Source: an optimization exercise on an open RTL-to-GDS flow (aim: small area and a short achievable clock period). Production flows keep margins and buffers that such runs may drop. RTL that was checked went through simulation tests only; none was proved equivalent to the original. Power is estimated from default activity; no workload was simulated.

// as2650
module as2650(
	input clk,
	input rst,
	input [7:0] bus_in,
	output [7:0] bus_out,
	output le_lo,
	output le_hi,
	output OEb,
	output WEb,
	output bus_dir,
	output IOC,
	output IOD,
	input [6:0] irqs,
	output flag,
	input sense,
	output [7:0] ext_io_addr,
	output io_bus_cyc,
	output io_bus_we,
	output [7:0] io_bus_out,
	input [7:0] io_bus_in,
	output [7:0] debug_psl,
	output [7:0] debug_psu,
	output [32:0] la_data_out,
	input wb_hidden_rom_enable,
	output reg cpu_hidden_rom_enable,
	output WE_ram
);
Size in the first run: about 3,100 cells after synthesis, about 110 I/O pins.
export LEC_CHECK = 0
export CAP_MARGIN = 10
export CORE_MARGIN = 2
export CORE_UTILIZATION = 45
export CTS_BUF_LIST = sky130_fd_sc_hd__clkbuf_16
export CTS_CLUSTER_DIAMETER = 100
export CTS_CLUSTER_SIZE = 20
export SLEW_MARGIN = 10
create_clock -name core_clock -period 16.0 [get_ports {clk}]
standard.sh (not shown) runs the stock make flow with config.mk's settings and CLKGATE_MAP_FILE= SYNTH_SCRIPT=/design/flow/synth_recipe.tcl, a recipe that flattens the netlist after the stock synthesis.
==> flow/flow/run.sh <==
#!/bin/bash
# The standard layout (standard.sh: the standard flow's own synthesis and ORFS flow) with two changes:
# - the input and output ports are buffered with sky130_fd_sc_hd__buf_1 cells instead of
#   the cell buffer_ports picks by default;
# - ORFS's repair_timing steps aim for 9 ns of setup slack rather than 0, so that they size
#   up the slowest paths; the clock and constraints are the design's.
# Make's full output goes to flow_make.log here; ORFS's own logs are under orfs/logs.
set -euo pipefail
export BUFFER_PORTS_ARGS="-buffer_cell sky130_fd_sc_hd__buf_1"
export SETUP_SLACK_MARGIN=9
export TNS_END_PERCENT=5
bash standard.sh finish > flow_make.log 2>&1
Then changed:
--- a/flow/flow/run.sh
+++ b/flow/flow/run.sh
@@ -10,3 +10,3 @@
 export SETUP_SLACK_MARGIN=9
-export TNS_END_PERCENT=5
+export TNS_END_PERCENT=0
 bash standard.sh finish > flow_make.log 2>&1
Settings changed: CORE_UTILIZATION 45 to 50.
Result: Clock skew increases by 0.042 ns; cell count went down by a few percent; wire length increases slightly; die area went down by roughly a tenth; worst setup slack degrades by 0.063 ns; clock power decreases by a few percent; design area is lower slightly; utilization rose by 5.5 points; area after synthesis stays the same.
Then changed:
==> flow/flow/run.sh (replaced) <==
#!/bin/bash
# The standard layout (standard.sh: the standard flow's own synthesis and ORFS flow) with two changes:
# - the input and output ports are buffered with sky130_fd_sc_hd__buf_2 cells instead of
#   the cell buffer_ports picks by default;
# - ORFS's repair_timing steps aim for 9 ns of setup slack rather than 0, so that they size
#   up the slowest paths; the clock and constraints are the design's.
# Make's full output goes to flow_make.log here; ORFS's own logs are under orfs/logs.
set -euo pipefail
export BUFFER_PORTS_ARGS="-buffer_cell sky130_fd_sc_hd__buf_2"
export SETUP_SLACK_MARGIN=9
export TNS_END_PERCENT=5
bash standard.sh finish > flow_make.log 2>&1
Settings changed: CAP_MARGIN 10 to 20, SLEW_MARGIN 10 to 20.
Effect: The changed run produced a clean layout. Global-route usage drops by 1.2 points. Power goes down slightly. Combinational power barely changes. Count of clock-buffer cells in the layout stays the same. Cell area grows slightly.
Then changed:
--- a/flow/flow/run.sh
+++ b/flow/flow/run.sh
@@ -2,3 +2,3 @@
 # The standard layout (standard.sh: the standard flow's own synthesis and ORFS flow) with two changes:
-# - the input and output ports are buffered with sky130_fd_sc_hd__buf_2 cells instead of
+# - the input and output ports are buffered with sky130_fd_sc_hd__buf_1 cells instead of
 #   the cell buffer_ports picks by default;
@@ -8,3 +8,3 @@
 set -euo pipefail
-export BUFFER_PORTS_ARGS="-buffer_cell sky130_fd_sc_hd__buf_2"
+export BUFFER_PORTS_ARGS="-buffer_cell sky130_fd_sc_hd__buf_1"
 export SETUP_SLACK_MARGIN=9
Settings changed: CAP_MARGIN 20 to 10, CTS_CLUSTER_DIAMETER 100 to 80, CTS_CLUSTER_SIZE 20 to 14, SLEW_MARGIN 20 to 10.
After rerunning: Utilization came out higher by 1.1 points; fmax came out higher by 1.9%; total power came out higher by 13%; via count came out higher by 0.81%; combinational power barely changes; area after synthesis stays the same; global-route usage came out higher by 0.89 points; final area came out higher by 2.0%; setup slack gets better by 0.14 ns.


as2650, a different RTL version from the one above (not shown whole).
Size: ~3100 cells after synthesis, roughly 420 flip-flops, about 110 I/O pins.
clock: 16.0 ns
lec_check: 0
cap_margin: 20
core_margin: 2
core_utilization: 40
cts_buf_list: sky130_fd_sc_hd__clkbuf_8
slew_margin: 20
==> flow/flow/run.sh <==
#!/bin/bash
# The standard layout (standard.sh: the standard flow's own synthesis and ORFS flow), except that the
# input and output ports are buffered with sky130_fd_sc_hd__buf_2 cells instead of the
# cell buffer_ports picks by default. Make's full output goes to flow_make.log here.
set -euo pipefail
export BUFFER_PORTS_ARGS="-buffer_cell sky130_fd_sc_hd__buf_2"
bash standard.sh finish > flow_make.log 2>&1
Then changed:
==> flow/run.sh (new file) <==
#!/bin/bash
# synth_recipe.tcl (not shown) runs the flow's synth.tcl, then flattens the netlist and writes it again
# the make line also repeats each setting of config.mk as NAME=value (left out here)
make -C /OpenROAD-flow-scripts/flow DESIGN_CONFIG=/design/flow/config.mk WORK_HOME=/design/flow/orfs CLKGATE_MAP_FILE= SYNTH_SCRIPT=/design/flow/synth_recipe.tcl finish
- CTS_CLUSTER_SIZE: not set -> 20
removed: flow/flow/run.sh
removed: flow/standard.sh
Outcome: Routed wire length stays flat. Total power decreases by about 0.46%. Core utilization goes up by 0.64 points. Worst hold slack is about the same. Register-to-register slack got worse by 120 ps.
Function was not checked in any run of this note: the RTL went through the layout flow alone.


Starting RTL as in the previous note.
clock: 16.0 ns
lec_check: 0
cap_margin: 20
core_margin: 2
core_utilization: 40
slew_margin: 20
==> flow/flow/run.sh <==
#!/bin/bash
# The standard layout (standard.sh: the standard flow's own synthesis and ORFS flow) with two changes:
# - the input and output ports are buffered with sky130_fd_sc_hd__buf_2 cells instead of
#   the cell buffer_ports picks by default;
# - ORFS's repair_timing steps aim for 8 ns of setup slack rather than 0, so that they size
#   up the slowest paths; the clock and constraints are the design's.
# Make's full output goes to flow_make.log here; ORFS's own logs are under orfs/logs.
set -euo pipefail
export BUFFER_PORTS_ARGS="-buffer_cell sky130_fd_sc_hd__buf_2"
export SETUP_SLACK_MARGIN=8
export TNS_END_PERCENT=5
bash standard.sh finish > flow_make.log 2>&1
Next try:
==> flow/flow/run.sh (replaced) <==
#!/bin/bash
# The standard layout (standard.sh: the standard flow's own synthesis and ORFS flow) with two changes:
# - the input and output ports are buffered with sky130_fd_sc_hd__buf_2 cells instead of
#   the cell buffer_ports picks by default;
# - ORFS's repair_timing steps aim for 12 ns of setup slack rather than 0, so that they size
#   up the slowest paths; the clock and constraints are the design's.
# Make's full output goes to flow_make.log here; ORFS's own logs are under orfs/logs.
set -euo pipefail
export BUFFER_PORTS_ARGS="-buffer_cell sky130_fd_sc_hd__buf_2"
export SETUP_SLACK_MARGIN=12
export TNS_END_PERCENT=5
bash standard.sh finish > flow_make.log 2>&1
CTS_BUF_LIST = sky130_fd_sc_hd__clkbuf_8   (was default)
=> Count of clock-buffer cells in the layout goes up by 20. Die area is unchanged. Non-clock buffer count climbs by 216. Hold slack improved by 0.014 ns. Cell area grows by roughly a tenth. Global-route usage increases by 1.8 points. First-iteration DRC count increases by roughly a tenth.
Function was not checked in any run of this note: the RTL went through the layout flow alone.

-- afterwards: timing with drivers on the ports --
The results above use ideal ports. As a check the final layouts listed here were re-extracted and re-timed, cells and wires unchanged.
Step 1 sets driving cells, clkbuf_16 on the clock port and buf_2 on the other inputs (assumed; they add their load-dependent delay and slew).
Step 2 also shifts input and output timing later by t, the mid clock arrival at the registers, as if the neighbouring blocks saw the same clock.
a / b / c = no drivers / after step 1 / after step 2; a / b = the first two.
run	t (ns)	slack for setup (ns)	slew at the worst register clock pin (ns)
the first run of note 1	0.695	8.867 / 8.904 / 8.209	0.09 / 0.09
the second run of note 1	0.720	8.804 / 8.801 / 8.128	0.10 / 0.10
the third run of note 1	0.685	8.811 / 8.746 / 8.263	0.10 / 0.10
the fourth run of note 1	0.676	8.947 / 8.927 / 8.336	0.07 / 0.07
the first run of note 2	0.738	7.230 / 7.267 / 6.529	0.07 / 0.07
the second run of note 2	0.735	6.311 / 6.337 / 5.602	0.07 / 0.07
the first run of note 3	0.671	8.040 / 8.012 / 7.425	0.07 / 0.07
the second run of note 3	0.746	8.695 / 8.646 / 8.316	0.07 / 0.07
After both steps every run listed still meets setup and hold. The setup slack of the second run of note 2, which loses most, moves by +0.026 ns with the drivers and by -0.709 ns with both steps.
